This is an optimization exercise on Yosys and OpenROAD, whose aim is small area, not a production implementation.
In this exercise RTL edits were held to simulation tests only and were not proved equivalent to the original.
Power and IR drop assume default switching activity.

## PEArray2
module PEArray2 #(
    parameter W = 8,
    parameter N = 4
)(
    input logic clk, rst, stationaryCtrl,
    input logic [N-1:0][W-1:0] a_in,
    input logic [N-1:0][W-1:0] b_in,
    input logic [N-1:0][W-1:0] c_in,
    output logic [N-1:0][W-1:0] c_out
);
Size in the first run: about 1,600 cells after synthesis, roughly 230 flip-flops, about 130 I/O pins, ~18,000 sq um of cells after synthesis.
clock: 6.5 ns
lec_check: 0
cap_margin: 20
core_margin: 2
core_utilization: 75
slew_margin: 20
synth_hierarchical: 1
synth_minimum_keep_size: 0
standard.sh (not shown) runs the stock make flow with config.mk's settings and CLKGATE_MAP_FILE= SYNTH_SCRIPT=/design/flow/synth_recipe.tcl, a recipe that flattens the netlist after the stock synthesis.
==> flow/flow/run.sh <==
#!/bin/bash
# Standard ORFS layout; ports are buffered with the smallest buffer and the
# clock tree uses small clock buffers without dummy loads.
set -euo pipefail
export BUFFER_PORTS_ARGS="-buffer_cell sky130_fd_sc_hd__buf_1"
export CTS_ARGS="-sink_clustering_enable -repair_clock_nets -dont_use_dummy_load -sink_clustering_size 14 -sink_clustering_max_diameter 60 -buf_list {sky130_fd_sc_hd__clkbuf_4 sky130_fd_sc_hd__clkbuf_8}"
bash standard.sh > standard.log 2>&1
Rerun with:
==> flow/flow/run.sh (replaced) <==
#!/bin/bash
# Standard ORFS layout; ports are buffered with the smallest buffer.
set -euo pipefail
export BUFFER_PORTS_ARGS="-buffer_cell sky130_fd_sc_hd__buf_1"
bash standard.sh > standard.log 2>&1
--- a/flow/config.mk
+++ b/flow/config.mk
@@ -10 +10 @@
-export CORE_UTILIZATION = 75
+export CORE_UTILIZATION = 40
=>
- The changed run completed with no timing, DRC or antenna violations
- clock-buffer cell count is higher by 24
- setup slack is better by 0.086 ns
- register-to-register slack is better by 0.22 ns
- maximum frequency is higher by 1.4%
- power is higher by 11%
- design area is higher by 6.7%
Rerun with:
==> flow/flow/run.sh (replaced) <==
#!/bin/bash
# Standard ORFS layout; ports are buffered with the smallest buffer and the
# clock tree uses small clock buffers without dummy loads.
set -euo pipefail
export BUFFER_PORTS_ARGS="-buffer_cell sky130_fd_sc_hd__buf_1"
export CTS_ARGS="-sink_clustering_enable -repair_clock_nets -dont_use_dummy_load -sink_clustering_size 16 -sink_clustering_max_diameter 80 -buf_list {sky130_fd_sc_hd__clkbuf_4 sky130_fd_sc_hd__clkbuf_8}"
export RECOVER_POWER=100
bash standard.sh > standard.log 2>&1
--- a/flow/config.mk
+++ b/flow/config.mk
@@ -10 +10 @@
-export CORE_UTILIZATION = 40
+export CORE_UTILIZATION = 65
After rerunning: This time the run finished but failed the layout checks on max-capacitance violations, max-slew violations; cell count drops by 12%; area after synthesis stays the same; wire length drops by 8.2%; register-to-register slack is about the same.
Rerun with:
--- a/flow/flow/run.sh
+++ b/flow/flow/run.sh
@@ -7 +6,0 @@
-export RECOVER_POWER=100
With this change the flow finished clean.
Power climbs slightly.
Synthesized cell count does not change.
Non-clock buffer count is unchanged.
Register-to-register slack hardly moves.
Worst setup slack stays flat.
Cell count stays the same.
Sequential share of layout area hardly moves.
Routed wire length stays flat.
Via count stays flat.
Utilization stays flat.


== the reference run ==
PEArray2, a different RTL version from the one above (not shown whole).
Size in the first run: ~1,600 cells after synthesis, ~230 flip-flops, about 130 I/O pins, ~18,000 um^2 of cells after synthesis.
Settings: LEC_CHECK=0, CAP_MARGIN=20, CORE_MARGIN=2, CORE_UTILIZATION=72, SLEW_MARGIN=20, SYNTH_HIERARCHICAL=1, SYNTH_MINIMUM_KEEP_SIZE=0; clock period 6.5 ns.
==> flow/flow/run.sh <==
#!/bin/bash
# Standard ORFS layout; ports are buffered with the smallest buffer and the
# clock tree uses small clock buffers without dummy loads.
set -euo pipefail
export BUFFER_PORTS_ARGS="-buffer_cell sky130_fd_sc_hd__buf_1"
export CTS_ARGS="-sink_clustering_enable -repair_clock_nets -dont_use_dummy_load -sink_clustering_size 16 -sink_clustering_max_diameter 80 -buf_list {sky130_fd_sc_hd__clkbuf_4 sky130_fd_sc_hd__clkbuf_8}"
bash standard.sh > standard.log 2>&1
The reference run: PASS, flow complete, no timing, DRC or antenna violations
> inputs changed (the reference run -> the trial run)
# the reference run
export LEC_CHECK = 0
export CAP_MARGIN = 20
export CORE_MARGIN = 2
export CORE_UTILIZATION = 72
export SLEW_MARGIN = 20
export SYNTH_HIERARCHICAL = 1
export SYNTH_MINIMUM_KEEP_SIZE = 0
create_clock -name core_clock -period 6.5 [get_ports {clk}]
# the trial run
export LEC_CHECK = 0
export CAP_MARGIN = 20
export CORE_MARGIN = 2
export CORE_UTILIZATION = 65
export SLEW_MARGIN = 20
export SYNTH_HIERARCHICAL = 1
export SYNTH_MINIMUM_KEEP_SIZE = 0
create_clock -name core_clock -period 6.5 [get_ports {clk}]
==> run summary <==
The design area of the reference run and that of the trial run are within noise of each other.
On combinational share of power, the trial run and the reference run are basically level.
Tap cell count was lower in the reference run than in the trial run.
On sequential share of layout area, the trial run and the reference run are neck and neck.
Number of DRC violations after detailed-routing iteration 0 (the reference run / the trial run): 1.12
Per the comparison of the trial run with the reference run, layout overhead on the synthesized area comparable; global-route usage fell 3.1 points; maximum achievable frequency now larger; worst reg-to-reg setup slack saw a decrease.
In terms of post-route total power, the reference run and the trial run differ only marginally.
Compared to the reference run, the trial run was floorplanned on a bigger die.

[static timing again, ports no longer ideal]
The flow's constraints put no driver on any port. The routed layouts listed below were extracted and timed again, unchanged, in two steps. Step 1, drivers: a clkbuf_16 drives clk and a buf_2 each remaining input, both assumed. Step 2 moves the port delays by t, midway between the first and last clock arrival at a register: inputs arrive t later, outputs are due t later. That takes back most of the time a late clock gives input paths. Slacks: ideal ports / drivers / drivers and shift; pairs: ideal ports / drivers.
| run | t (ns) | setup slack, ns | latest minus earliest clock arrival (ns) | slew at the worst register clock pin (ns) | worst data-port slew with drivers (ns) |
|---|---|---|---|---|---|
| the first run of note 1 | 0.605 | 0.327 / 0.352 / -0.253 | 0.041 / 0.040 | 0.11 / 0.11 | 0.04 |
| the second run of note 1 | 0.630 | 0.413 / 0.447 / -0.183 | 0.013 / 0.014 | 0.06 / 0.06 | 0.05 |
| the third run of note 1 | 0.591 | 0.439 / 0.464 / -0.126 | 0.072 / 0.073 | 0.10 / 0.10 | 0.05 |
| the fourth run of note 1 | 0.593 | 0.442 / 0.467 / -0.126 | 0.068 / 0.068 | 0.10 / 0.10 | 0.05 |
| the reference run | 0.576 | 1.073 / 1.095 / 0.519 | 0.092 / 0.092 | 0.11 / 0.11 | 0.07 |
| the trial run | 0.577 | 1.298 / 1.322 / 0.745 | 0.063 / 0.063 | 0.12 / 0.12 | 0.04 |
For the second run of note 1, which loses most, drivers alone change the setup slack by +0.034 ns; drivers and shift together by -0.596 ns.
